This design comes from an exercise in tuning for small area on the open sky130 flow, not from production work.
Where RTL was checked, it was by simulation tests only, not by an equivalence proof against the original.
The RTL of run 4 was laid out without a check of its function.
Power and IR drop assume default switching activity.

File: flow/config.mk
export PLATFORM = sky130hd
export DESIGN_NAME = AVS
export DESIGN_NICKNAME = AVS
export VERILOG_FILES = /design/flow/design.v
export SDC_FILE = /design/flow/constraint.sdc
export NUM_CORES = 4
export LEC_CHECK = 0
export CAP_MARGIN = 20
export CORE_MARGIN = 2
export CORE_UTILIZATION = 40
export PLACE_DENSITY = 0.6
export SLEW_MARGIN = 20
File: flow/constraint.sdc
create_clock -name core_clock -period 20.0 [get_ports {clk}]
set_input_delay 4.0000 -clock core_clock [delete_from_list [all_inputs] [get_ports {clk}]]
set_output_delay 4.0000 -clock core_clock [all_outputs]
set_load 0.01 [all_outputs]
File: flow/design.v
module AVS(
	clk,
	rst,
	rx,
	led_data,
	servo_out,
	hexout0,
	hexout1,
	hexout2,
	hexout3,
	knight
	);
	input clk;
	input rst;
	input rx;
	output reg	[7:0] led_data;
	output		[5:0] servo_out;
	output		[6:0] hexout0;
	output		[6:0] hexout1;
	output		[6:0] hexout2;
	output		[6:0] hexout3;
	output		[9:0] knight;
	localparam R_IDLE = 2'd0, R_HALF = 2'd1, R_FULL = 2'd2, R_HIGH = 2'd3;
	reg		rx_q;
	reg [1:0]	rs;
	reg [8:0]	ctr;
	reg [2:0]	bit_ctr;
	reg [7:0]	rx_data;
	localparam [8:0] C0 = 9'h00c, C216 = 9'h0d0, C433 = 9'h10f, CMASK = 9'h0f7;
	wire ctr_end = (ctr & CMASK) == (C433 & CMASK);
	wire [8:0] ctr_nx = {ctr[7:0], ~(ctr[8] ^ ctr[4])};
	wire new_data = (rs == R_HIGH) & ~ctr[0];
	always @(posedge clk) begin
		if (rst) begin
			rx_q <= 1'b1;
			rs <= R_IDLE;
		end else begin
			rx_q <= rx;
			case (rs)
			R_IDLE: if (!rx_q) rs <= R_HALF;
			R_HALF: if (ctr_end) rs <= R_FULL;
			R_FULL: if (ctr_end && bit_ctr == 3'd7) rs <= R_HIGH;
			R_HIGH: if (rx_q) rs <= R_IDLE;
			endcase
		end
		case (rs)
		R_IDLE: begin
			ctr <= C216;
			bit_ctr <= 3'd0;
		end
		R_HIGH: ctr <= 9'd1;
		default: begin
			ctr <= ctr_end ? C0 : ctr_nx;
			if (rs == R_FULL && ctr_end) begin
				bit_ctr <= bit_ctr + 3'd1;
				rx_data <= {rx_q, rx_data[7:1]};
			end
		end
		endcase
	end
	localparam IDLE = 2'd0, SORT = 2'd1, RUN = 2'd2, SVRD = 2'd3;
	reg [1:0]	state;
	reg		en;
	reg [3:0]	ph [0:5];	 
	reg [5:0]	ps;		 
	wire [3:0] dh = rx_data[7:4];
	wire [3:0] dl = rx_data[3:0];
	wire hi_0 = dh == 4'h0, hi_8 = dh == 4'h8, hi_F = dh == 4'hF;
	wire lo_0 = dl == 4'h0, lo_8 = dl == 4'h8, lo_F = dl == 4'hF;
	wire is_AA = rx_data == 8'hAA;
	wire is_BB = rx_data == 8'hBB;
	wire is_99 = rx_data == 8'h99;
	wire is_FF = hi_F & lo_F;
	wire is_1F = dh == 4'h1 && lo_F;
	wire is_F1 = hi_F && dl == 4'h1;
	wire run_cmd = (hi_0 | hi_8 | hi_F) & (lo_0 | lo_8 | lo_F);
	wire sv_act = ~dh[3] & ~(dh[2] & dh[1] & dh[0]) | (dh == 4'hE);
	wire nd = new_data;
	wire in_idle = state == IDLE, in_sort = state == SORT;
	wire in_run = state == RUN, in_svrd = state == SVRD;
	always @(posedge clk) begin
		if (rst) begin
			state <= IDLE;
			led_data <= 8'h00;
			en <= 1'b0;
		end else begin
			en <= in_run;
			if (nd && !in_svrd)
				led_data <= rx_data;
			case (state)
			IDLE: if (nd)
				state <= is_AA ? SORT : is_BB ? RUN : SVRD;
			SORT: if (nd) begin
				if (is_BB)
					state <= RUN;
				else if (is_FF)
					state <= IDLE;
			end
			RUN: if (nd && is_99)
				state <= IDLE;
			SVRD: if (sv_act)
				state <= IDLE;
			endcase
		end
	end
	wire sv_all = hi_0 | (dh == 4'hE);		 
	wire [3:0] sv_h = hi_0 ? 4'h0 : (dh == 4'hE) ? 4'hF : dl;
	wire sv_s = dh == 4'hE;
	wire sort_tow = in_sort & (is_1F | is_F1);
	wire run_set = in_run & run_cmd;
	wire [5:0] w;
	wire [3:0] dph [0:5];
	wire [5:0] dps;
	assign w[0] = in_svrd & ((dh == 4'h1) | sv_all) |
	              nd & (in_idle & is_BB | in_sort & ~is_BB | in_run);
	assign dph[0] = in_svrd ? sv_h : sort_tow ? {dh[0], 3'b100} : 4'h8;
	assign dps[0] = in_svrd ? sv_s : ~sort_tow;
	wire w_home = nd & (in_idle & is_AA | in_sort | in_run);
	assign w[1] = in_svrd & ((dh == 4'h2) | sv_all) | w_home;
	assign dph[1] = in_svrd ? sv_h : run_set ? dh : 4'h8;
	assign dps[1] = in_svrd ? sv_s : 1'b1;
	assign w[2] = in_svrd & ((dh == 4'h3) | sv_all) | w_home;
	assign dph[2] = in_svrd ? sv_h : run_set ? (lo_8 ? 4'h8 : ~dl) : 4'h8;
	assign dps[2] = in_svrd ? sv_s : 1'b1;
	genvar k;
	generate for (k = 3; k < 6; k = k + 1) begin : svw
		assign w[k] = in_svrd & ((dh == k + 1) | sv_all);
		assign dph[k] = sv_h;
		assign dps[k] = sv_s;
	end endgenerate
	integer i;
	always @(posedge clk)
		for (i = 0; i < 6; i = i + 1)
			if (rst | w[i]) begin
				ph[i] <= rst ? 4'h8 : dph[i];
				ps[i] <= rst | dps[i];
			end
	reg [8:0]	pre;
	reg [11:0]	fc;
	reg [3:0]	lh [0:5];	 
	reg [5:0]	ls;
	localparam [8:0] P0 = 9'h004, P389 = 9'h0e3, PMASK = 9'h1bb;
	wire tick = (pre & PMASK) == (P389 & PMASK);
	wire [8:0] pre_nx = {pre[7:0], ~(pre[8] ^ pre[4])};
	wire fc_end = fc[11] & fc[9] & fc[7] & fc[6] & fc[4] & fc[1];	 
	wire fc_start = fc == 12'd206;
	wire below = fc[11:8] == 4'd0;
	wire window = fc[11:8] == 4'd1;
	wire [3:0] qh = fc[7:4];
	wire [3:0] ql = fc[3:0];
	always @(posedge clk) begin
		if (rst) begin
			pre <= P389;
			fc <= 12'd2770;
		end else begin
			pre <= tick ? P0 : pre_nx;
			fc <= (tick & fc_end) ? 12'd206 : fc + {11'd0, tick};
		end
		if (fc_start && !tick)
			for (i = 0; i < 6; i = i + 1) begin
				lh[i] <= ph[i];
				ls[i] <= ps[i];
			end
	end
	genvar g;
	generate for (g = 0; g < 6; g = g + 1) begin : sv
		wire lo_lt = ls[g] & lh[g][3] & (~ql[3] | (lh[g][0] & ~(&ql[2:0])));
		wire [3:0] a = qh, b = lh[g];
		wire lt = ~a[3] & b[3] | (~a[3] | b[3]) & (
		          ~a[2] & b[2] | (~a[2] | b[2]) & (
		          ~a[1] & b[1] | (~a[1] | b[1]) & (
		          ~a[0] & b[0] | (~a[0] | b[0]) & lo_lt)));
		assign servo_out[g] = below | window & lt;
	end endgenerate
	reg [6:0] hexdisp;
	always @(*)
		case (state)
		IDLE: hexdisp = 7'b1001111;
		SORT: hexdisp = 7'b0000110;
		RUN:  hexdisp = 7'b0010010;
		default: hexdisp = 7'b1001100;
		endcase
	assign hexout0 = hexdisp;
	assign hexout1 = hexdisp;
	assign hexout2 = hexdisp;
	assign hexout3 = hexdisp;
	localparam [22:0] K_END = 23'h413053;
	reg [22:0]	kcount;
	reg [3:0]	pos;
	wire k_end = kcount == K_END;
	wire [22:0] k_nx = {kcount[21:0], ~(kcount[22] ^ kcount[17])};
	always @(posedge clk)
		if (rst) begin
			kcount <= 23'd0;
			pos <= 4'd8;
		end else if (en) begin
			kcount <= k_end ? 23'd0 : k_nx;
			pos <= pos + {3'd0, k_end};
		end
	assign knight[0] = (pos == 4'd0);
	assign knight[1] = (pos == 4'd0) | (pos == 4'd1) | (pos == 4'd15);
	assign knight[2] = (pos == 4'd1) | (pos == 4'd2) | (pos == 4'd14) | (pos == 4'd15);
	assign knight[3] = (pos == 4'd2) | (pos == 4'd3) | (pos == 4'd13) | (pos == 4'd14);
	assign knight[4] = (pos == 4'd3) | (pos == 4'd4) | (pos == 4'd12) | (pos == 4'd13);
	assign knight[5] = (pos == 4'd4) | (pos == 4'd5) | (pos == 4'd11) | (pos == 4'd12);
	assign knight[6] = (pos == 4'd5) | (pos == 4'd6) | (pos == 4'd10) | (pos == 4'd11);
	assign knight[7] = (pos == 4'd6) | (pos == 4'd7) | (pos == 4'd9) | (pos == 4'd10);
	assign knight[8] = (pos == 4'd7) | (pos == 4'd8) | (pos == 4'd9);
	assign knight[9] = (pos == 4'd8);
endmodule
File: flow/flow/run.sh
#!/bin/bash
# Standard ORFS layout, with an area-oriented re-mapping of the logic after
# floorplan, a leaner clock tree (no dummy loads, clkbuf_8 only) and the
# smallest buffer on the ports. standard.sh's output goes to standard.log.
set -euo pipefail
cd "$(dirname "$0")/.."
export POST_FLOORPLAN_TCL="$PWD/flow/restructure.tcl"
export CTS_ARGS="-sink_clustering_enable -repair_clock_nets -dont_use_dummy_load -buf_list sky130_fd_sc_hd__clkbuf_8"
export BUFFER_PORTS_ARGS="-buffer_cell sky130_fd_sc_hd__buf_1"
bash standard.sh > standard.log 2>&1
File: flow/flow/restructure.tcl
# Area-oriented re-mapping of the combinational logic (registers untouched),
# run at the end of floorplan, before placement. ABC maps onto a copy of the
# library without the platform's don't-use cells.
set wd $::env(OBJECTS_DIR)/restructure
file mkdir $wd
set lib $wd/mapping.lib
set in [open [lindex $::env(LIB_FILES) 0] r]
set out [open $lib w]
set skip 0
set depth 0
while {[gets $in line] >= 0} {
  if {!$skip && [regexp {^\s*cell\s*\(\s*"?([^")]+)"?\s*\)} $line -> name]} {
    foreach pat $::env(DONT_USE_CELLS) {
      if {[string match $pat $name]} { set skip 1; set depth 0; break }
    }
  }
  if {$skip} {
    incr depth [expr {[regexp -all {\{} $line] - [regexp -all {\}} $line]}]
    if {$depth <= 0 && [regexp {\}} $line]} { set skip 0 }
    continue
  }
  puts $out $line
}
close $in
close $out

report_design_area
for {set i 0} {$i < 2} {incr i} {
  restructure -liberty_file $lib -target area \
    -tielo_port sky130_fd_sc_hd__conb_1/LO -tiehi_port sky130_fd_sc_hd__conb_1/HI \
    -work_dir $wd
  # give this pass's tie cells names the next pass will not reuse
  foreach inst [[ord::get_db_block] getInsts] {
    if {[string match rmp_const_* [$inst getName]]} { $inst rename "tie${i}_[$inst getName]" }
  }
  report_design_area
}
# every net with a load must still have a driver
foreach net [[ord::get_db_block] getNets] {
  if {[$net getSigType] ne "SIGNAL"} continue
  set drv 0; set ld 0
  foreach it [$net getITerms] { if {[$it isOutputSignal]} { incr drv } else { incr ld } }
  foreach bt [$net getBTerms] { if {[$bt getIoType] eq "INPUT"} { incr drv } else { incr ld } }
  if {$ld > 0 && $drv == 0} { error "restructure left net [$net getName] without a driver" }
}
File: flow/standard.sh
#!/bin/bash
# synth_recipe.tcl (not shown) runs the flow's synth.tcl, then flattens the netlist and writes it again
# the make line also repeats each setting of config.mk as NAME=value (left out here)
make -C /OpenROAD-flow-scripts/flow DESIGN_CONFIG=/design/flow/config.mk WORK_HOME=/design/flow/orfs CLKGATE_MAP_FILE= SYNTH_SCRIPT=/design/flow/synth_recipe.tcl "${@:-finish}"
==> flow_summary.toml, run 1 <==
[sta]
slew_viol_final = 0
fin_crit_sh = 0.3492
hold_violations = 0
fmax_ghz = 0.1432
skew_ns = 0.01569
rsz0062_at_grt = "false"
slew_headroom = 0.3670
setup_violations = 0
worst_pin_slew_ns = 0.9408
final.min_clock_period_ns = 6.985
final.setup.tns_ns = 0
setup_ws_ns = 13.02

[clock_tree]
cts.htree.levels = 4
clock_path_buffers = 2
cts.clk_slew.worst_paths_ns = 0.06
cts_tree = "yes"
numCtsBuffers = 17
cts-hold-fix-buffers = 0
postCtsSetupBuffers = 0
root_buffer = "clkbuf_8"
clock_sinks = 142
clock_latency_ns = 0.42
cts_resized = 0

[floorplanning]
die_x_um = 131.4
start_util = 0.4088
die_area_um2 = 17270
num_rows = 46
die_h_um = 131.4
io_pins = 55
design.core.area_um2 = 15890

[power]
p_seq_frac = 0.618
pwr-share-clk = 0.306
combPwrFrac = 0.076
power.density_nw_per_um2 = 81.82
power.static_leakage_nw = 2.096
peakVddDrop_mv = 0.03894
switching_share = 0.2278
p_sw_mw = 0.1189
p_total_mw = 0.5220
internal_power_mw = 0.4030

[place]
post-dp-hpwl_mm = 8.690
dp_slack_ns = 13.52
place_inst = 812
routabilityCongestion = 0.8945
numPortBuffers = 50

[setup_path]
reg2reg_to = "fc[11]$_SDFF_PP1_"
cp-end-kind = "primary output"
crit_path_end = "servo_out[5]"
crit_arrival_ns = 2.98
setup.worst_path.start = "fc[1]$_SDFF_PP1_"
reg2reg_from = "fc[1]$_SDFF_PP1_"
crit_type = "reg -> out"
r2r_slack_ns = 16.79
cp-start-kind = "register"
worstPathRequired_ns = 16.00
worst_r2r_path_depth = 11
cp_max_fo = 5

[yosys]
synth_flop_cell = "edfxtp_1"
ys_seq_elements = 142
avgSynthCellArea_um2 = 10.58
synth_cells = 614
synth-async-reset-ratio = 0
ys_types = 66
ys_warn_count = 3
synthesis.area_um2 = 6494
synth-seq-area-share = 0.5472
synth_enable_flop_cells = 71

[detailed_routing]
postRouteAntennaNets = 0
finalWirelength_mm = 12.12
vias = 4351
routedWlPerCell_um = 14.62
dr.pass1.iters = 5
viasPerCell = 5.248
drc = 0
drtIter0Drc = 429

[global_route]
grt_usage = 0.1450
grt_max_degree = 34
overflow = 0
grt_pass1_vias = 4158
grt_pass1_wl_mm = 20.30
antenna_found_initial = 0

[job]
maxCapViolations = 0

[finish]
nets = 618
drive_above_1_share = 0.03426
final_cell_mix = "edfxtp_1, dfxtp_1, nor2_1, clkinv_1, buf_1"
area_growth_pct = -1.753
fin_cells = 829
num_antenna_cells = 0

[outcome]
status = "no timing/DRC/antenna violations"

[hold_path]
hold_path.class = "reg -> reg"
[cell usage after synthesis (all sizes together), types with 10 or more instances]
master / n / share of area
nor3: 10 / 0.0085
a21oi: 19 / 0.015
dfxtp: 71 / 0.22
nand3: 20 / 0.015
inv: 26 / 0.015
nand2: 47 / 0.027
nor2: 63 / 0.037
clkbuf: 21 / 0.012
mux2i: 33 / 0.051
ha: 16 / 0.031
nand2b: 22 / 0.021
buf: 32 / 0.034
edfxtp: 71 / 0.33
o21ai: 21 / 0.016
[worst max-delay path, stage by stage, from the launching register on]
cell,delay [ns]
dfxtp_1,0.39
clkinv_1,0.12
nor4_1,0.83
clkinv_1,0.29
a222oi_1,0.31
o22ai_1,0.13
a222oi_1,0.26
clkinv_1,0.10
buf_1,0.14
[how the worst min path moves through the flow]
stage / startpoint / endpoint / slack [ns] / cells after the start
after floorplan: ph[0][0]$_SDFFCE_PP0P_ / lh[0][0]$_DFFE_PP_ / 0.40 / 0
after global placement: ps[3]$_DFFE_PP_ / ls[3]$_DFFE_PP_ / 0.41 / 0
after detailed placement: ph[0][1]$_SDFFCE_PP0P_ / lh[0][1]$_DFFE_PP_ / 0.40 / 0
after CTS: ph[0][1]$_SDFFCE_PP0P_ / lh[0][1]$_DFFE_PP_ / 0.42 / 0
after global routing: ph[3][0]$_DFFE_PP_ / lh[3][0]$_DFFE_PP_ / 0.44 / 0
final: ph[0][1]$_SDFFCE_PP0P_ / lh[0][1]$_DFFE_PP_ / 0.42 / 0
[metrics by stage]
| stage | instance area [µm²] | utilization | hold slack [ns] |
|---|---|---|---|
| 6_report | 6380 | 0.4016 | 0.4217 |
| 3_3_place_gp | 6146 | 0.3869 | 0.4054 |
| 3_5_place_dp | 6146 | 0.3869 | 0.4045 |
| 5_1_grt | 6380 | 0.4016 | 0.4391 |
| 2_1_floorplan | 6505 | - | 0.4003 |
| 4_1_cts | 6380 | 0.4016 | 0.4240 |
[power groups by stage]
| stage | Combinational [mW] | Sequential, mW | Clock, mW |
|---|---|---|---|
| 6_report | 0.0395 | 0.323 | 0.160 |
| 5_1_grt | 0.0442 | 0.324 | 0.180 |
| 4_1_cts | 0.0398 | 0.323 | 0.166 |
| 3_5_place_dp | 0.0396 | 0.329 | 0 |
| 3_3_place_gp | 0.0387 | 0.328 | 0 |
| 2_1_floorplan | 0.0597 | 0.337 | 0 |
[kinds of logic (layout without fill, tap and decap cells)]
group / after synthesis / in the layout / share of synthesized area
other cells: 1 / 8 / 0.0005775
compound gates: 97 / 164 / 0.1004
buf+inv: 79 / 137 / 0.06166
mux: 34 / 0 / 0.05260
simple gates: 226 / 162 / 0.1803
fa+ha+maj: 20 / 0 / 0.03699
flops: 142 / 142 / 0.5472
xor+xnor: 15 / 0 / 0.02023
[metal layers]
metal,track usage,wire length [µm],part of all wire,up-vias
li1,-,-,-,2122
met3,0.04784,721,0.060,19
met5,0,0,0,-
met4,0.04348,172,0.014,0
met1,0.1905,5559,0.46,2062
met2,0.2280,5663,0.47,148
[sequential cells by signal, indices dropped and copies added (netlist names)]
| signal | cells |
|---|---|
| led_data | 8 |
| pre | 9 |
| rx_data | 8 |
| kcount | 23 |
| fc | 12 |
| rx_q | 1 |
| state | 2 |
| ctr | 9 |
| en | 1 |
| ph | 24 |
| pos | 4 |
| ps | 6 |
| lh | 24 |
| ls | 6 |
| rs | 2 |
| bit_ctr | 3 |
[final cells by class]
| class | count | area, µm² |
|---|---|---|
| inverter | 67 | 251.5 |
| timing repair buffer | 53 | 210.2 |
| multi-input combinational | 334 | 1861 |
| tap | 216 | 270.3 |
| fill | 1562 | 9505 |
| clock buffer | 17 | 234.0 |
| sequential | 142 | 3553 |
==> inputs of run 2 (changes only) <==
==> flow/flow/run.sh (replaced) <==
#!/bin/bash
# Standard ORFS layout, with an area-oriented re-mapping of the logic after
# floorplan, a leaner clock tree (no dummy loads, clkbuf_4 below a clkbuf_8 root) and the
# smallest buffer on the ports. standard.sh's output goes to standard.log.
set -euo pipefail
cd "$(dirname "$0")/.."
export POST_FLOORPLAN_TCL="$PWD/flow/restructure.tcl"
export CTS_ARGS="-sink_clustering_enable -repair_clock_nets -dont_use_dummy_load -buf_list sky130_fd_sc_hd__clkbuf_4 -root_buf sky130_fd_sc_hd__clkbuf_8"
export BUFFER_PORTS_ARGS="-buffer_cell sky130_fd_sc_hd__buf_1"
bash standard.sh > standard.log 2>&1
--- a/flow/flow/restructure.tcl
+++ b/flow/flow/restructure.tcl
@@ -37,2 +37,26 @@
 }
+# remove cells (tie cells included) left driving nothing
+set removed 1
+while {$removed} {
+  set removed 0
+  foreach inst [[ord::get_db_block] getInsts] {
+    set m [$inst getMaster]
+    if {[$m isSequential] || [$m getType] ne "CORE"} continue
+    set used 0
+    set outs {}
+    foreach it [$inst getITerms] {
+      if {![$it isOutputSignal]} continue
+      set n [$it getNet]
+      if {$n eq "NULL"} continue
+      lappend outs $n
+      if {[llength [$n getITerms]] > 1 || [llength [$n getBTerms]] > 0} { set used 1 }
+    }
+    if {!$used} {
+      odb::dbInst_destroy $inst
+      foreach n $outs { odb::dbNet_destroy $n }
+      incr removed
+    }
+  }
+}
+report_design_area
 # every net with a load must still have a driver
==> run 2 against run 1 <==
  * Highest routed layer unchanged
  * Still clean on timing, DRC and antenna
  * Cell area is 1.9% lower
  * Hold slack hardly changed
  * Global-route usage is 0.11 points lower
  * Largest cell class unchanged
  * Non-clock buffer count is 1 lower
  * Worst setup slack better by 0.15 ns
==> flow_summary.toml, run 2 <==
[yosys]
synthTopCellsByArea = "edfxtp_1, dfxtp_1, mux2i_1"
avgSynthCellArea_um2 = 10.58
synth_cells = 614
ys_types = 66
synth-async-reset-ratio = 0
ys_top_cells_by_count = "dfxtp_1, edfxtp_1, nor2_1"
yosys.area.top_type = "edfxtp_1"
ys_seq_elements = 142
synth-seq-area-share = 0.5472
synth_flop_cell = "edfxtp_1"
synthesis.area_um2 = 6494
yosysTopAreaCellShare = 0.3283
ys_warn_count = 3
synth_enable_flop_cells = 71

[clock_tree]
root_buffer = "clkbuf_8"
cts.htree.levels = 4
numCtsBuffers = 17
cts-hold-fix-buffers = 0
cts_tree = "yes"
cts.clk_slew.worst_paths_ns = 0.10
clock_latency_ns = 0.40
clock_sinks = 142
clock_path_buffers = 2
postCtsSetupBuffers = 0
cts_resized = 0

[power]
power.static_leakage_nw = 2.037
peakVddDrop_mv = 0.03223
power.density_nw_per_um2 = 77.27

[setup_path]
max_stage_delay_ns = 0.75
cp_common_cell = "clkinv_1"
cp_max_fo = 5
crit_chain = "clkinv_1 > nor4_1 > clkinv_1 > a222oi_1 > o22ai_1 > a222oi_1 > clkinv_1 > buf_1"
r2r_slack_ns = 16.77
slowest_stage = "nor4_1"
cp-end-kind = "primary output"
cp.buffers_inverters = 4
crit_type = "reg -> out"
crit_arrival_ns = 2.83
cp_top_family = "simple AND/OR/NAND/NOR gates"
worstPathRequired_ns = 16.00
cp-start-kind = "register"

[sta]
hold_violations = 0
skew_ns = 0.02274
fin_crit_sh = 0.3417
fmax_ghz = 0.1463
worst_pin_slew_ns = 0.8790
final.setup.tns_ns = 0
slew_viol_final = 0
slew_headroom = 0.4104
setup_violations = 0
rsz0062_at_grt = "false"
final.min_clock_period_ns = 6.835

[finish]
fin_cells = 824
final_cell_mix = "edfxtp_1, dfxtp_1, nor2_1, clkinv_1, buf_1"
top_regs = "lh (24), ph (24), kcount (23)"
nets = 613
area_growth_pct = -3.642
num_antenna_cells = 0
drive_above_1_share = 0.03289

[detailed_routing]
drc = 0
vias = 4369
drtIter0Drc = 421
postRouteAntennaNets = 0
viasPerCell = 5.302
dr.pass1.iters = 5
routedWlPerCell_um = 14.84
finalWirelength_mm = 12.23

[outcome]
status = "no timing/DRC/antenna violations"

[floorplanning]
num_rows = 46
io_pins = 55
start_util = 0.4088
design.core.area_um2 = 15890
die_x_um = 131.4
die_h_um = 131.4
die_area_um2 = 17270

[job]
maxCapViolations = 0

[place]
post-dp-hpwl_mm = 8.731
place_inst = 807
routabilityCongestion = 0.8628
numPortBuffers = 50

[global_route]
grt_pass1_vias = 4142
antenna_found_initial = 0
grt_usage = 0.1439
grt_pass1_wl_mm = 20.08
overflow = 0
grt_max_degree = 35

[hold_path]
hold_path.class = "reg -> reg"
## run 2: cell counts after synthesis
No cell type changed its count.
## run 2: where the power goes
part | switching (mW) | internal [mW]
Sequential | 0.00762 | 0.315
Combinational | 0.0267 | 0.0130
Clock | 0.0797 | 0.0417
## run 2: through the flow
step / total power [mW] / hold WS, ns / instance area [µm²] / utilization / setup slack (ns)
floorplan: 0.3964 / 0.4003 / 6505 / - / 14.54
global placement: 0.3679 / 0.4086 / 6123 / 0.3855 / 13.67
detailed placement: 0.3687 / 0.4063 / 6123 / 0.3855 / 13.57
CTS: 0.4896 / 0.4260 / 6257 / 0.3939 / 13.16
global route: 0.5066 / 0.4433 / 6257 / 0.3939 / 12.86
finish: 0.4835 / 0.4216 / 6257 / 0.3939 / 13.17
## run 2: cell families after synthesis
group                    count (synthesis)  synth area share
AND/OR/NAND/NOR                        226            0.1803
buffers and inverters                   79           0.06166
other                                    1         0.0005775
multiplexers                            34           0.05260
AO/OA/AOI/OAI                           97            0.1004
flip-flops                             142            0.5472
adder cells (fa/ha/maj)                 20           0.03699
XOR/XNOR                                15           0.02023
## run 2: area by class of cell
type	instances	area [µm²]
sequential	142	3553
timing repair buffer	52	202.7
tap	216	270.3
fill	1603	9628
multi-input combinational	330	1846
clock buffer	17	133.9
inverter	67	251.5
## run 2: final timing paths
kind,start,endpoint,depth (start not counted)
worst max register to register,pre[5]$_SDFF_PP1_,fc[11]$_SDFF_PP1_,11
worst min-delay path,pre[7]$_SDFF_PP1_,pre[8]$_SDFF_PP0_,2
worst min register to register,pre[7]$_SDFF_PP1_,pre[8]$_SDFF_PP0_,2
worst max-delay path,fc[1]$_SDFF_PP1_,servo_out[5],8
## run 2: layer usage
layer	vias to the layer above	track usage	wire length, µm
met3	12	0.04167	777
met4	0	0.04589	135
li1	2127	-	-
met1	2059	0.1873	5582
met5	-	0	0
met2	171	0.2312	5735
## run 2: tightest hold or removal path, cell delays in order, from the launching register on
cell	delay, ns
dfxtp_1	0.31
clkinv_1	0.05
nor3_1	0.04
==> inputs of run 3 (changes only) <==
--- a/flow/config.mk
+++ b/flow/config.mk
@@ -9,4 +9,4 @@
 export CORE_MARGIN = 2
-export CORE_UTILIZATION = 40
-export PLACE_DENSITY = 0.6
+export CORE_UTILIZATION = 60
+export PLACE_DENSITY = 0.75
 export SLEW_MARGIN = 20
==> run 3 against run 2 <==
  * Cell count decreased by 9.7%
  * Synthesized area unchanged
  * Still clean on timing, DRC and antenna
  * Non-clock buffer count unchanged
  * Highest routed layer unchanged
  * Register-to-register slack got worse by 0.09 ns
  * Fmax increased by 0.72%
  * Sequential share of layout area increased by 0.92 points
  * Clock power about the same
  * Largest cell class unchanged
  * Clock skew increased by 0.0049 ns
  * Hold slack improved by 0.0023 ns
  * Worst setup slack improved by 0.049 ns
==> flow_summary.toml, run 3 <==
[sta]
hold_violations = 0
rsz0062_at_grt = "false"
final.setup.tns_ns = 0
slew_headroom = 0.3328
final.min_clock_period_ns = 6.786
fmax_ghz = 0.1474
fin_crit_sh = 0.3393
skew_ns = 0.02760
worst_pin_slew_ns = 0.9917
slew_viol_final = 0
setup_violations = 0

[setup_path]
crit_arrival_ns = 2.79
slowest_stage = "nor4_1"
cp.depth = 8
cp_common_cell = "clkinv_1"
cp-start-kind = "register"
cp-end-kind = "primary output"
cp_max_fo = 5
worstPathRequired_ns = 16.00
crit_type = "reg -> out"
cp_top_family = "compound AO/OA/AOI/OAI gates"
max_stage_delay_ns = 0.69
cp.buffers_inverters = 4
crit_chain = "clkinv_1 > nor4_1 > clkinv_1 > a222oi_1 > o22ai_1 > a222oi_1 > clkinv_1 > buf_1"
worst_r2r_path_depth = 11

[power]
p_sw_mw = 0.1114
p_seq_frac = 0.670
power.static_leakage_nw = 2.037
power.density_nw_per_um2 = 78.08
combPwrFrac = 0.082
peakVddDrop_mv = 0.04770
switching_share = 0.2318
p_total_mw = 0.4808
pwr-share-clk = 0.248
internal_power_mw = 0.3693

[detailed_routing]
routedWlPerCell_um = 15.35
dr.pass1.iters = 5
wl_met1_mm = 5.120
top_layer = "met4"
vias = 4354
viasPerCell = 5.852
drc = 0
postRouteAntennaNets = 0
wl_met2_mm = 5.406
drtIter0Drc = 220
wl_met3_um = 673
finalWirelength_mm = 11.42

[yosys]
synth-seq-area-share = 0.5472
ys_warn_count = 3
ys_seq_elements = 142
synth_enable_flop_cells = 71
synth_cells = 614
synth_flop_cell = "edfxtp_1"
ys_types = 66
avgSynthCellArea_um2 = 10.58
synthTopCellsByArea = "edfxtp_1, dfxtp_1, mux2i_1"
synth-async-reset-ratio = 0
synthesis.area_um2 = 6494
ys_top_cells_by_count = "dfxtp_1, edfxtp_1, nor2_1"
yosys.area.top_type = "edfxtp_1"
yosysTopAreaCellShare = 0.3283

[global_route]
grt_max_degree = 35
grt_pass1_vias = 4028
grt_usage = 0.2093
antenna_found_initial = 0
overflow = 0
grt_pass1_wl_mm = 18.84

[finish]
final_cell_mix = "edfxtp_1, dfxtp_1, nor2_1, clkinv_1, buf_1"
nets = 613
design_area_um2 = 6157
num_antenna_cells = 0
drive_above_1_share = 0.03289
top_regs = "lh (24), ph (24), kcount (23)"
fin_cells = 744
final_core_util = 0.5911
area_growth_pct = -5.183
fillers = 883

[outcome]
status = "no timing/DRC/antenna violations"

[clock_tree]
postCtsSetupBuffers = 0
clock_sinks = 142
cts_resized = 0
cts.clk_slew.worst_paths_ns = 0.09
numCtsBuffers = 17
clock_path_buffers = 2
cts.htree.levels = 4
cts-hold-fix-buffers = 0
clock_latency_ns = 0.40
root_buffer = "clkbuf_8"
cts_tree = "yes"

[place]
post-dp-hpwl_mm = 8.068
place_area_um2 = 6023
routabilityCongestion = 0.9618
place_inst = 727
numPortBuffers = 50

[floorplanning]
design.core.area_um2 = 10420
start_util = 0.6234
die_h_um = 108.0
die_area_um2 = 11670
num_rows = 37
io_pins = 55
die_x_um = 108.0

[job]
maxCapViolations = 0

[hold_path]
holdPathStages = 0
hold_path.class = "reg -> reg"
-- run 3: logic make-up (layout without fill, tap and decap cells) --
group                    count (synthesis)  in the layout  synth area share
AND/OR/NAND/NOR                        226            162            0.1803
flip-flops                             142            142            0.5472
AO/OA/AOI/OAI                           97            164            0.1004
buffers and inverters                   79            136           0.06166
multiplexers                            34              0           0.05260
adder cells (fa/ha/maj)                 20              0           0.03699
XOR/XNOR                                15              0           0.02023
other                                    1              4         0.0005775
-- run 3: power groups by stage --
stage | Sequential [mW] | Clock, mW | Combinational (mW)
after floorplan | 0.337 | 0 | 0.0597
after global placement | 0.328 | 0 | 0.0385
after detailed placement | 0.329 | 0 | 0.0393
after CTS | 0.322 | 0.124 | 0.0395
after global routing | 0.324 | 0.134 | 0.0445
final | 0.322 | 0.119 | 0.0394
-- run 3: worst paths after layout --
check,to,from,slack (ns)
worst max-delay path,servo_out[5],fc[1]$_SDFF_PP1_,13.21
worst min-delay path,lh[3][1]$_DFFE_PP_,ph[3][1]$_DFFE_PP_,0.42
worst max register to register,fc[11]$_SDFF_PP1_,pre[5]$_SDFF_PP1_,16.68
worst min register to register,lh[3][1]$_DFFE_PP_,ph[3][1]$_DFFE_PP_,0.42
-- run 3: through the flow --
stage,setup WS (ns),hold slack [ns]
detailed placement,13.64,0.4045
global route,12.94,0.4442
finish,13.21,0.4239
floorplan,14.54,0.4003
CTS,13.20,0.4269
global placement,13.70,0.4065
-- run 3: per-layer routing --
layer / GRT usage / vias to the layer above
li1: - / 2133
met1: 0.2664 / 2037
met2: 0.3261 / 165
met3: 0.07052 / 19
met4: 0.09341 / 0
met5: 0 / -
-- run 3: layout make-up --
| class | instances | area, µm² | share of cell area |
|---|---|---|---|
| Clock buffer | 17 | 133.9 | 0.02174 |
| Timing Repair Buffer | 52 | 202.7 | 0.03292 |
| Multi-Input combinational cell | 330 | 1846 | 0.2997 |
| Sequential cell | 142 | 3553 | 0.5771 |
| Inverter | 67 | 251.5 | 0.04085 |
| Tap cell | 136 | 170.2 | 0.02764 |
-- run 3: worst register-to-register path: cells and delay by family, from the launching register on --
family                 cells  cell delay, ns
AOI/OAI and AO/OA          1            0.14
buffers and inverters      3            0.67
DFF                        1            0.31
and+or+nand+nor            7            2.11
==> inputs of run 4 (changes only) <==
--- a/flow/design.v
+++ b/flow/design.v
@@ -133,5 +133,5 @@
 		for (i = 0; i < 6; i = i + 1)
-			if (rst | w[i]) begin
-				ph[i] <= rst ? 4'h8 : dph[i];
-				ps[i] <= rst | dps[i];
+			begin
+				ph[i] <= rst ? 4'h8 : ({4{w[i]}} & dph[i]) | ({4{~w[i]}} & ph[i]);
+				ps[i] <= rst | (w[i] & dps[i]) | (~w[i] & ps[i]);
 			end
--- a/flow/config.mk
+++ b/flow/config.mk
@@ -9,4 +9,4 @@
 export CORE_MARGIN = 2
-export CORE_UTILIZATION = 60
-export PLACE_DENSITY = 0.75
+export CORE_UTILIZATION = 40
+export PLACE_DENSITY = 0.6
 export SLEW_MARGIN = 20
==> run 4 against run 3 <==
  * Non-clock buffer count up 3
  * Cell area is 1.5% higher
  * Global-route usage down 6.5 points
  * Die area increased by 50%
  * Utilization is 20 points lower
  * Critical endpoint is now servo_out[0]
==> flow_summary.toml, run 4 <==
[detailed_routing]
drtIter0Drc = 270
vias = 4512
routedWlPerCell_um = 14.72
dr.pass1.iters = 5
postRouteAntennaNets = 0
finalWirelength_mm = 12.51
drc = 0
viasPerCell = 5.308

[finish]
fin_cells = 850
final_core_util = 0.3906
final_cell_mix = "dfxtp_1, clkinv_1, nor2_1, buf_1, o21ai_0"
area_growth_pct = -5.272
design_area_um2 = 6250
drive_above_1_share = 0.03628
num_antenna_cells = 0
nets = 639
final_common_cell = "dfxtp_1"

[power]
power.density_nw_per_um2 = 72.37
power.static_leakage_nw = 1.990
internal_power_mw = 0.3515
p_seq_frac = 0.678
combPwrFrac = 0.049
p_sw_mw = 0.1008
switching_share = 0.2228
peakVddDrop_mv = 0.05446
p_total_mw = 0.4523
pwr-share-clk = 0.273

[setup_path]
crit_type = "reg -> out"
reg2reg_from = "state[1]$_SDFFE_PP0P_"
worstPathRequired_ns = 16.00
crit_arrival_ns = 2.09
cp_max_fo = 8
cp-end-kind = "primary output"
cp-start-kind = "register"
setup.worst_path.start = "fc[3]$_SDFF_PP0_"

[place]
place_area_um2 = 6116
routabilityCongestion = 0.8492
place_inst = 833
post-dp-hpwl_mm = 8.922
numPortBuffers = 50
dp_slack_ns = 14.35

[yosys]
synth_cells = 684
synth_enable_flop_cells = 41
ys_warn_count = 3
synthTopCellsByArea = "dfxtp_1, edfxtp_1, mux2i_1"
synth-seq-area-share = 0.4931
yosysTopAreaCellShare = 0.3065
yosysMostFrequentCell = "dfxtp_1"
synthesis.area_um2 = 6598
ys_top_cells_by_count = "dfxtp_1, nand2_1, nor2_1"
avgSynthCellArea_um2 = 9.646
ys_seq_elements = 142
yosys.area.top_type = "dfxtp_1"
synth_flop_cell = "dfxtp_1"
synth-async-reset-ratio = 0
ys_types = 65

[global_route]
grt_pass1_vias = 4102
top_usage_layer = "met2"
grt_pass1_wl_mm = 20.57
met1_usage = 0.2029
antenna_found_initial = 0
grt_usage = 0.1446
grt.met2_usage = 0.2162
grt_max_degree = 41
overflow = 0
met3_usage = 0.03908

[clock_tree]
clock_path_buffers = 2
clock_latency_ns = 0.41
cts_tree = "yes"
cts.clk_slew.worst_paths_ns = 0.11
cts-hold-fix-buffers = 0
clock_sinks = 142
numCtsBuffers = 17
cts.htree.levels = 4
cts_resized = 0
root_buffer = "clkbuf_8"
postCtsSetupBuffers = 0

[sta]
slew_headroom = 0.3257
setup_violations = 0
fin_crit_sh = 0.3046
slew_viol_final = 0
worst_pin_slew_ns = 1.004
rsz0062_at_grt = "false"
final.min_clock_period_ns = 6.091
fmax_ghz = 0.1642
setup_ws_ns = 13.91
hold_ws_ns = 0.4318
skew_ns = 0.02494
hold_violations = 0
final.setup.tns_ns = 0

[floorplanning]
design.core.area_um2 = 16000
num_rows = 46
die_h_um = 132.4
start_util = 0.4123
die_x_um = 132.4
io_pins = 55
die_area_um2 = 17540

[hold_path]
hold_path.class = "reg -> reg"

[job]
maxCapViolations = 0

[outcome]
status = "no timing/DRC/antenna violations"
[run 4: cell types whose count changed after synthesis, moves of 7 or more]
cell,change
a21oi_1,+15
a31oi_1,+9
dfxtp_1,+30
edfxtp_1,-30
nand2_1,+15
nand2b_1,+8
nor2_1,-7
o2111ai_1,+13
o21ai_0,+23
[run 4: area by class of cell]
cell class	count	area, µm²
fill	1631	9751
multi-input combinational	337	2054
inverter	83	311.5
clock buffer	17	133.9
sequential	142	3253
tap	216	270.3
timing repair buffer	55	226.5
[run 4: kinds of logic after synthesis]
| logic type | Yosys count | share of synthesized area |
|---|---|---|
| AO/OA/AOI/OAI | 146 | 0.1466 |
| AND/OR/NAND/NOR | 246 | 0.1955 |
| other | 1 | 0.0005684 |
| multiplexers | 34 | 0.05158 |
| flip-flops | 142 | 0.4931 |
| XOR/XNOR | 14 | 0.01859 |
| buffers and inverters | 85 | 0.06372 |
| adder cells (fa/ha/maj) | 16 | 0.03034 |
[run 4: path summary, 6_finish.rpt]
kind	to	slack (ns)	depth (start not counted)
setup / recovery	servo_out[0]	13.91	7
setup reg to reg	register	16.64	8
hold / removal	lh[2][1]$_DFFE_PP_	0.43	0
hold reg to reg	lh[2][1]$_DFFE_PP_	0.43	0
[run 4: power by group through the flow]
| stage | clock, mW | sequential (mW) | combinational, mW |
|---|---|---|---|
| 2_1_floorplan | 0 | 0.327 | 0.0869 |
| 3_3_place_gp | 0 | 0.313 | 0.0216 |
| 3_5_place_dp | 0 | 0.313 | 0.0222 |
| 4_1_cts | 0.130 | 0.307 | 0.0224 |
| 5_1_grt | 0.141 | 0.308 | 0.0255 |
| 6_report | 0.123 | 0.307 | 0.0224 |
[run 4: critical path, cell delays in order, from the launching register on]
cell      delay [ns]
dfxtp_1         0.37
clkinv_1        0.20
nor4_1          0.22
buf_4           0.21
o22ai_1         0.08
a222oi_1        0.29
o221ai_1        0.17
buf_1           0.15
[run 4: routing by layer]
metal  vias to the layer above  wire [µm]
li1                       2243          -
met1                      2111       6210
met2                       147       5448
met3                        11        730
met4                         0        122
met5                         -          0
==> inputs of run 5 (changes only) <==
--- a/flow/design.v
+++ b/flow/design.v
@@ -60,3 +60,3 @@
 	end
-	localparam IDLE = 2'd0, SORT = 2'd1, RUN = 2'd2, SVRD = 2'd3;
+	localparam IDLE = 2'd1, SORT = 2'd0, RUN = 2'd2, SVRD = 2'd3;
 	reg [1:0]	state;
==> run 5 against run 4 <==
  * Utilization is 0.79 points lower
  * Largest power group unchanged
  * Combinational power rose to 2.5 times the previous value
  * Synthesized area increased by 0.95%
==> flow_summary.toml, run 5 <==
[outcome]
status = "no timing/DRC/antenna violations"

[sta]
slew_viol_final = 0
final.setup.tns_ns = 0
final.min_clock_period_ns = 6.207
worst_pin_slew_ns = 0.9271
slew_headroom = 0.3762
hold_ws_ns = 0.4362
rsz0062_at_grt = "false"
hold_violations = 0
setup_violations = 0
fin_crit_sh = 0.3103
fmax_ghz = 0.1611
skew_ns = 0.02483

[power]
peakVddDrop_mv = 0.04438
power.density_nw_per_um2 = 80.33
power.static_leakage_nw = 2.105

[detailed_routing]
dr.pass1.iters = 5
drtIter0Drc = 386
vias = 4547
routedWlPerCell_um = 14.79
finalWirelength_mm = 12.69
postRouteAntennaNets = 0
viasPerCell = 5.300
drc = 0

[yosys]
avgSynthCellArea_um2 = 9.751
synth-async-reset-ratio = 0
yosysTopAreaCellShare = 0.3036
ys_types = 76
synth_flop_cell = "dfxtp_1"
yosys.area.top_type = "dfxtp_1"
synthesis.area_um2 = 6660
ys_seq_elements = 142
synth_enable_flop_cells = 41
synthTopCellsByArea = "dfxtp_1, edfxtp_1, mux2i_1"
synth-seq-area-share = 0.4884
yosysMostFrequentCell = "dfxtp_1"
ys_top_cells_by_count = "dfxtp_1, nor2_1, nand2_1"
synth_cells = 683
ys_warn_count = 3

[setup_path]
max_stage_delay_ns = 0.56
cp_max_fo = 14
slowest_stage = "dfxtp_1"
crit_type = "reg -> out"
cp-start-kind = "register"
worstPathRequired_ns = 16.00
r2r_slack_ns = 16.66
cp_common_cell = "clkinv_1"
crit_arrival_ns = 2.21
cp-end-kind = "primary output"
crit_chain = "clkinv_1 > nor2_1 > clkinv_1 > buf_1"

[hold_path]
hold_path.class = "reg -> reg"

[clock_tree]
cts.clk_slew.worst_paths_ns = 0.10
clock_path_buffers = 2
cts.htree.levels = 4
cts-hold-fix-buffers = 0
clock_latency_ns = 0.41
numCtsBuffers = 17
clock_sinks = 142
cts_resized = 0
root_buffer = "clkbuf_8"
cts_tree = "yes"
postCtsSetupBuffers = 0

[finish]
area_growth_pct = -5.711
nets = 643
drive_above_1_share = 0.03605
final_common_cell = "dfxtp_1"
num_antenna_cells = 0
final_cell_mix = "dfxtp_1, clkinv_1, nor2_1, buf_1, o21ai_0"
final_core_util = 0.3828

[global_route]
grt_max_degree = 54
grt_pass1_wl_mm = 20.89
overflow = 0
antenna_found_initial = 0
grt_usage = 0.1469
grt_pass1_vias = 4168

[place]
numPortBuffers = 50
routabilityCongestion = 0.9116
post-dp-hpwl_mm = 8.922

[floorplanning]
io_pins = 55
num_rows = 47
design.core.area_um2 = 16410
die_x_um = 133.0
start_util = 0.4059
die_area_um2 = 17700
die_h_um = 133.0

[job]
maxCapViolations = 0
-- run 5: changes by cell type after synthesis, sizes merged, moves of 10 or more --
cell	before	now
nand2b	30	20
o2111ai	13	0
nor2	56	67
nand3	15	26
a31oi	18	5
-- run 5: worst paths after layout --
check                                          to             startpoint  depth (start not counted)
worst max-delay path                   hexout2[1]  state[0]$_SDFFE_PP1P_                          4
worst max register to register  fc[11]$_SDFF_PP1_      pre[5]$_SDFF_PP1_                         13
worst min-delay path            pre[4]$_SDFF_PP0_      pre[3]$_SDFF_PP0_                          2
worst min register to register  pre[4]$_SDFF_PP0_      pre[3]$_SDFF_PP0_                          2
-- run 5: routing by layer --
metal / share of wire / GRT usage / vias up
met5: 0 / 0 / -
met4: 0.012 / 0.05675 / 0
met3: 0.048 / 0.03870 / 12
met2: 0.45 / 0.2234 / 131
met1: 0.49 / 0.2002 / 2148
li1: - / - / 2256
-- run 5: cell type report --
class,count,area (µm²)
fillers,1623,10130
multi-input cells,351,2122
repair buffers,54,217.7
inverters,74,277.8
clock buffers,17,133.9
well taps,220,275.3
flip-flops and latches,142,3253
-- run 5: cells by family (layout without fill, tap and decap cells) --
logic type               count (synthesis)  count (layout)  share of synthesized area
flip-flops                             142             142                     0.4884
buffers and inverters                   86             145                    0.07496
XOR/XNOR                                16               2                    0.02104
multiplexers                            33               0                    0.04960
other                                    1               4                  0.0005631
adder cells (fa/ha/maj)                 18               0                    0.03081
AND/OR/NAND/NOR                        262             145                     0.2055
AO/OA/AOI/OAI                          125             200                     0.1291
-- run 5: stage by stage --
step,setup slack [ns],total power [mW],instances,instance area (µm²)
CTS,13.80,0.5118,858,6277
global route,13.55,0.5345,858,6280
floorplan,14.37,0.3884,686,6671
global placement,14.33,0.3856,841,6143
finish,13.79,0.5045,858,6280
detailed placement,14.29,0.3881,841,6143
-- run 5: power breakdown --
group          internal (mW)  switching [mW]  leakage [nW]
clock network         0.0417          0.0812        0.0808
logic                 0.0204          0.0366         0.778
registers              0.313          0.0119          1.25
-- run 5: worst max-delay path, delay by kind of cell (launching register included) --
| family | cells | cell delay, ns |
|---|---|---|
| simple gates | 1 | 0.42 |
| buf+inv | 3 | 0.84 |
| flops | 1 | 0.56 |
==> inputs of run 6 (changes only) <==
--- a/flow/flow/restructure.tcl
+++ b/flow/flow/restructure.tcl
@@ -37,2 +37,6 @@
 }
+# drop the buffers the mapping inserted; placement is not timing driven
+remove_buffers
+report_design_area
+
 # remove cells (tie cells included) left driving nothing
--- a/flow/config.mk
+++ b/flow/config.mk
@@ -10,2 +10,3 @@
 export CORE_UTILIZATION = 40
+export GPL_TIMING_DRIVEN = 0
 export PLACE_DENSITY = 0.6
==> run 6 against run 5 <==
  * Critical path depth is the same
  * Highest routed layer unchanged
  * Critical path type unchanged
  * Hold slack lost 0.0046 ns
  * First-iteration DRC count shrank 14%
  * Critical endpoint is now hexout1[1]
  * Count of clock-buffer cells in the layout is the same
  * Via count grew 0.66%
  * Largest power group unchanged
==> flow_summary.toml, run 6 <==
[yosys]
yosysTopAreaCellShare = 0.3036
ys_types = 76
synth_cells = 683
synthXorXnorAreaFrac = 0.02104
synth_top_family_by_area = "simple AND/OR/NAND/NOR gates"
synth_flop_cell = "dfxtp_1"
ys_seq_elements = 142
synth-async-reset-ratio = 0
muxShareOfSynthArea = 0.04960
ys_top_cells_by_count = "dfxtp_1, nor2_1, nand2_1"
synthesis.area_um2 = 6660
synthSimpleGateAreaFrac = 0.2055
synth_enable_flop_cells = 41
yosysMostFrequentCell = "dfxtp_1"
synth_adder_area_share = 0.03081
synthTopCellsByArea = "dfxtp_1, edfxtp_1, mux2i_1"
synth-seq-area-share = 0.4884
synth_compound_area_frac = 0.1291
ys_warn_count = 3
yosys.area.top_type = "dfxtp_1"
avgSynthCellArea_um2 = 9.751

[floorplanning]
io_pins = 55
die_x_um = 133.0
design.core.area_um2 = 16410
die_h_um = 133.0
start_util = 0.4059
num_rows = 47
die_area_um2 = 17700

[sta]
slew_viol_final = 0
fin_crit_sh = 0.3159
final.setup.tns_ns = 0
skew_ns = 0.04209
setup_violations = 0
rsz0062_at_grt = "false"
slew_headroom = 0.3355
worst_pin_slew_ns = 0.9891
hold_violations = 0
final.min_clock_period_ns = 6.319
fmax_ghz = 0.1583

[finish]
nets = 643
final_cell_mix = "dfxtp_1, nor2_1, clkinv_1, buf_1, o21ai_0"
fillers = 1608
area_growth_pct = -5.786
multi_input_area_um2 = 2125
final_common_cell = "dfxtp_1"
design_area_um2 = 6275
regArea_um2 = 3253
drive_above_1_share = 0.03918
num_antenna_cells = 0

[clock_tree]
clock_path_buffers = 2
cts.htree.levels = 4
cts-hold-fix-buffers = 0
clock_sinks = 142
cts_tree = "yes"
postCtsSetupBuffers = 0
clock_latency_ns = 0.41
cts.clk_slew.worst_paths_ns = 0.09
numCtsBuffers = 17
root_buffer = "clkbuf_8"
cts_resized = 0

[power]
peakVddDrop_mv = 0.04652
switching_share = 0.2593
internal_power_mw = 0.3746
p_seq_frac = 0.643
power.density_nw_per_um2 = 80.61
p_sw_mw = 0.1312
power.static_leakage_nw = 2.113
combPwrFrac = 0.113
pwr-share-clk = 0.244

[place]
post-dp-hpwl_mm = 8.933
numPortBuffers = 50
routabilityCongestion = 0.8786
place_area_um2 = 6141

[outcome]
status = "no timing/DRC/antenna violations"

[setup_path]
cp-end-kind = "primary output"
crit_arrival_ns = 2.32
crit_path_end = "hexout1[1]"
worstPathRequired_ns = 16.00
reg2reg_from = "state[0]$_SDFFE_PP1P_"
cp_max_fo = 14
crit_type = "reg -> out"
worst_r2r_path_depth = 8
r2r_slack_ns = 16.47
cp-start-kind = "register"
setup.worst_path.start = "state[0]$_SDFFE_PP1P_"

[global_route]
grt_pass1_wl_mm = 21.31
grt_usage = 0.1477
antenna_found_initial = 0
grt_max_degree = 57
met3_usage = 0.04100
met1_usage = 0.1933
grt.met2_usage = 0.2355
overflow = 0
grt_pass1_vias = 4381
top_usage_layer = "met2"

[detailed_routing]
finalWirelength_mm = 12.76
drc = 0
routedWlPerCell_um = 14.88
dr.pass1.iters = 5
vias = 4577
postRouteAntennaNets = 0
viasPerCell = 5.334
drtIter0Drc = 331

[job]
maxCapViolations = 0

[hold_path]
hold_path.class = "reg -> reg"
[run 6: cell counts after synthesis]
Identical to the previous run, type by type.
[run 6: final cells by class]
cell class,count,area share
multi-input cells,351,0.3386
inverters,74,0.04447
clock buffers,17,0.02134
well taps,220,0.04387
repair buffers,54,0.03330
flip-flops and latches,142,0.5184
[run 6: worst min path at each step]
| stage | endpoint | from | slack, ns | depth (start not counted) |
|---|---|---|---|---|
| floorplan | pre[7]$_SDFF_PP1_ | pre[6]$_SDFF_PP1_ | 0.40 | 2 |
| global placement | pre[7]$_SDFF_PP1_ | pre[6]$_SDFF_PP1_ | 0.41 | 1 |
| detailed placement | pre[7]$_SDFF_PP1_ | pre[6]$_SDFF_PP1_ | 0.42 | 1 |
| CTS | pre[4]$_SDFF_PP0_ | pre[3]$_SDFF_PP0_ | 0.44 | 2 |
| global route | pre[4]$_SDFF_PP0_ | pre[3]$_SDFF_PP0_ | 0.44 | 2 |
| finish | pre[7]$_SDFF_PP1_ | pre[6]$_SDFF_PP1_ | 0.43 | 1 |
[run 6: critical path: stages (launching register included)]
cell and delay, ns:
dfxtp_1 0.59, clkinv_1 0.25, nor2_1 0.46, clkinv_1 0.41, buf_1 0.22
[run 6: power groups by stage]
stage | Sequential [mW] | Combinational, mW | Clock (mW)
4_1_cts | 0.325 | 0.0576 | 0.130
3_3_place_gp | 0.330 | 0.0546 | 0
3_5_place_dp | 0.331 | 0.0573 | 0
5_1_grt | 0.328 | 0.0647 | 0.140
6_report | 0.325 | 0.0571 | 0.124
2_1_floorplan | 0.328 | 0.0606 | 0
[run 6: layer usage]
| metal | routed length (µm) | vias up |
|---|---|---|
| li1 | - | 2252 |
| met1 | 6087 | 2171 |
| met2 | 5956 | 139 |
| met3 | 594 | 15 |
| met4 | 126 | 0 |
| met5 | 0 | - |
[run 6: logic make-up (layout without fill, tap and decap cells)]
kind of cell / after synthesis / count (layout)
mux: 33 / 0
buf+inv: 86 / 145
simple gates: 262 / 145
xor+xnor: 16 / 2
flops: 142 / 142
fa+ha+maj: 18 / 0
other cells: 1 / 4
compound gates: 125 / 200
[run 6: through the flow]
step	setup WS, ns	cells	utilization	hold WS (ns)	total power, mW
6_report	13.68	858	0.3824	0.4316	0.5058
2_1_floorplan	14.37	686	-	0.4002	0.3884
5_1_grt	13.35	858	0.3824	0.4386	0.5329
4_1_cts	13.64	858	0.3824	0.4367	0.5124
3_3_place_gp	12.37	837	0.3722	0.4111	0.3846
3_5_place_dp	14.03	841	0.3743	0.4154	0.3888
==> inputs of run 7 (changes only) <==
--- a/flow/flow/restructure.tcl
+++ b/flow/flow/restructure.tcl
@@ -26,2 +26,4 @@
 
+# start from the logic without synthesis buffers
+remove_buffers
 report_design_area
@@ -37,3 +39,3 @@
 }
-# drop the buffers the mapping inserted; placement is not timing driven
+# drop the buffers the mapping inserted
 remove_buffers
--- a/flow/config.mk
+++ b/flow/config.mk
@@ -10,3 +10,2 @@
 export CORE_UTILIZATION = 40
-export GPL_TIMING_DRIVEN = 0
 export PLACE_DENSITY = 0.6
==> run 7 against run 6 <==
  * Still clean
  * Power decreased by 0.26%
  * Synthesized cell count unchanged
  * First-iteration DRC count grew 3.3%
  * Fmax is 0.18% higher
  * Non-clock buffer count is 1 lower
  * Combinational power increased by 1%
  * Cell count grew 4.1%
  * Critical endpoint unchanged
  * Largest power group unchanged
==> flow_summary.toml, run 7 <==
[outcome]
status = "no timing/DRC/antenna violations"

[setup_path]
crit_arrival_ns = 2.31
reg2reg_from = "pre[7]$_SDFF_PP1_"
r2r_slack_ns = 16.51
crit_type = "reg -> out"
worst_r2r_path_depth = 11
max_stage_delay_ns = 0.58
cp_common_cell = "clkinv_1"
worstPathRequired_ns = 16.00
reg2reg_to = "fc[11]$_SDFF_PP1_"
cp_max_fo = 13
crit_chain = "clkinv_1 > nor2_1 > clkinv_1 > buf_1"
cp-end-kind = "primary output"
cp-start-kind = "register"
slowest_stage = "dfxtp_1"

[clock_tree]
numCtsBuffers = 17
root_buffer = "clkbuf_8"
postCtsSetupBuffers = 0
cts.htree.levels = 4
cts.clk_slew.worst_paths_ns = 0.11
cts_tree = "yes"
cts-hold-fix-buffers = 0
cts_resized = 0
clock_latency_ns = 0.41
clock_sinks = 142
clock_path_buffers = 2

[global_route]
antenna_found_initial = 0
grt_max_degree = 49
top_usage_layer = "met2"
grt_usage = 0.1482
grt_pass1_wl_mm = 21.17
overflow = 0
met1_usage = 0.2026
met3_usage = 0.04253
grt_pass1_vias = 4352
grt.met2_usage = 0.2225

[hold_path]
holdPathStages = 2
hold_path.class = "reg -> reg"
hold_start = "pre[3]$_SDFF_PP0_"
worstHoldEndpoint = "pre[4]$_SDFF_PP0_"

[detailed_routing]
drc = 0
vias = 4690
postRouteAntennaNets = 0
routedWlPerCell_um = 13.82
dr.pass1.iters = 5
viasPerCell = 5.252
finalWirelength_mm = 12.35
drtIter0Drc = 342

[place]
numPortBuffers = 50
post-dp-hpwl_mm = 8.866
routabilityCongestion = 0.9037
place_inst = 876

[power]
power.static_leakage_nw = 2.070
power.density_nw_per_um2 = 80.91
p_total_mw = 0.5045
peakVddDrop_mv = 0.04019

[job]
maxCapViolations = 0

[finish]
drive_above_1_share = 0.03269
final_cell_mix = "dfxtp_1, nor2_1, clkinv_1, o21ai_0, buf_1"
final_common_cell = "dfxtp_1"
area_growth_pct = -6.387
fillers = 1648
nets = 678
num_antenna_cells = 0
fin_cells = 893

[sta]
skew_ns = 0.04578
rsz0062_at_grt = "false"
slew_viol_final = 0
hold_violations = 0
worst_pin_slew_ns = 0.9848
setup_violations = 0
slew_headroom = 0.3411
fin_crit_sh = 0.3154
fmax_ghz = 0.1585
final.min_clock_period_ns = 6.308
final.setup.tns_ns = 0

[floorplanning]
die_h_um = 133.0
die_area_um2 = 17700
start_util = 0.4059
die_x_um = 133.0
design.core.area_um2 = 16410
io_pins = 55
num_rows = 47

[yosys]
synth-async-reset-ratio = 0
synthTopCellsByArea = "dfxtp_1, edfxtp_1, mux2i_1"
yosys.area.top_type = "dfxtp_1"
synthesis.area_um2 = 6660
yosysMostFrequentCell = "dfxtp_1"
synth-seq-area-share = 0.4884
avgSynthCellArea_um2 = 9.751
ys_seq_elements = 142
synth_cells = 683
ys_types = 76
synth_flop_cell = "dfxtp_1"
ys_warn_count = 3
yosysTopAreaCellShare = 0.3036
synth_enable_flop_cells = 41
ys_top_cells_by_count = "dfxtp_1, nor2_1, nand2_1"
[run 7: cell count changes in the layout (fill, tap and decap cells not counted), sizes merged, moves of 7 or more]
cell / before / now
o221a: 24 / 1
o21ai: 46 / 55
nor3: 14 / 23
a22oi: 8 / 18
o21a: 14 / 7
a21o: 13 / 5
o22ai: 9 / 33
clkinv: 74 / 82
nor2: 74 / 91
[run 7: power by group]
group	internal [mW]	switching [mW]
Sequential	0.313	0.0118
Clock	0.0417	0.0805
Combinational	0.0196	0.0382
[run 7: worst max path at each step]
stage | start | endpoint | cells past startpoint
after floorplan | fc[2]$_SDFF_PP0_ | servo_out[1] | 5
after global placement | rst | pre[3]$_SDFF_PP0_ | 4
after detailed placement | rst | pre[3]$_SDFF_PP0_ | 4
after CTS | state[0]$_SDFFE_PP1P_ | hexout1[1] | 4
after global routing | fc[3]$_SDFF_PP0_ | servo_out[5] | 9
final | state[0]$_SDFFE_PP1P_ | hexout1[1] | 4
[run 7: kinds of logic (layout without fill, tap and decap cells)]
group                    count (synthesis)  after routing  share of synthesized area
other                                    1              4                  0.0005631
AO/OA/AOI/OAI                          125            201                     0.1291
adder cells (fa/ha/maj)                 18              0                    0.03081
multiplexers                            33              0                    0.04960
buffers and inverters                   86            152                    0.07496
AND/OR/NAND/NOR                        262            172                     0.2055
flip-flops                             142            142                     0.4884
XOR/XNOR                                16              2                    0.02104
[run 7: layer usage]
metal	part of all wire	vias to the layer above
met2	0.44	148
li1	-	2351
met5	0	-
met4	0.013	0
met3	0.058	13
met1	0.49	2178
[run 7: worst max-delay path, delay by kind of cell, from the launching register on]
| kind | cells | cell delay, ns |
|---|---|---|
| buffers and inverters | 3 | 0.86 |
| DFF | 1 | 0.58 |
| and+or+nand+nor | 1 | 0.46 |
[run 7: layout make-up]
class                           count  area, µm²  share of cell area
Sequential cell                   142       3253              0.5218
Tap cell                          220      275.3             0.04415
Clock buffer                       17      133.9             0.02147
Inverter                           82      307.8             0.04937
Multi-Input combinational cell    379       2053              0.3293
Timing Repair Buffer               53      211.5             0.03392
[run 7: stage by stage]
stage	utilization	instance area (µm²)	setup WS (ns)	hold WS [ns]
floorplan	-	6671	14.37	0.4002
global placement	0.3718	6101	13.96	0.4107
detailed placement	0.3718	6101	13.93	0.4200
CTS	0.3800	6235	13.66	0.4242
global route	0.3800	6235	13.46	0.4423
finish	0.3800	6235	13.69	0.4205

[afterwards: timing with drivers on the ports]
The flow's constraints put no driver on any port. The routed layouts listed below were extracted and timed again, unchanged, in two steps.
Step 1 sets driving cells, clkbuf_16 on the clock port and buf_2 on the other inputs (assumed; they add their load-dependent delay and slew).
Step 2 moves the port delays by t, midway between the first and last clock arrival at a register: inputs arrive t later, outputs are due t later. That takes back most of the time a late clock gives input paths.
Three values: no drivers, after step 1, after step 2; two values: the first two.
run | t, ns | setup slack, ns | worst setup path at the end | pins driven straight from the clock port
run 1 | 0.449 | 13.015 / 12.981 / 13.430 | register to output | 1
run 2 | 0.422 | 13.165 / 13.132 / 13.554 | register to output | 1
run 3 | 0.424 | 13.214 / 13.179 / 13.604 | register to output | 1
run 4 | 0.432 | 13.909 / 13.874 / 14.307 | register to output | 1
run 5 | 0.431 | 13.793 / 13.760 / 14.191 | register to output | 1
run 6 | 0.423 | 13.681 / 13.643 / 14.066 | register to output | 1
run 7 | 0.430 | 13.692 / 13.653 / 13.964 | input to register | 1
After both steps setup and hold are still met in every run listed.
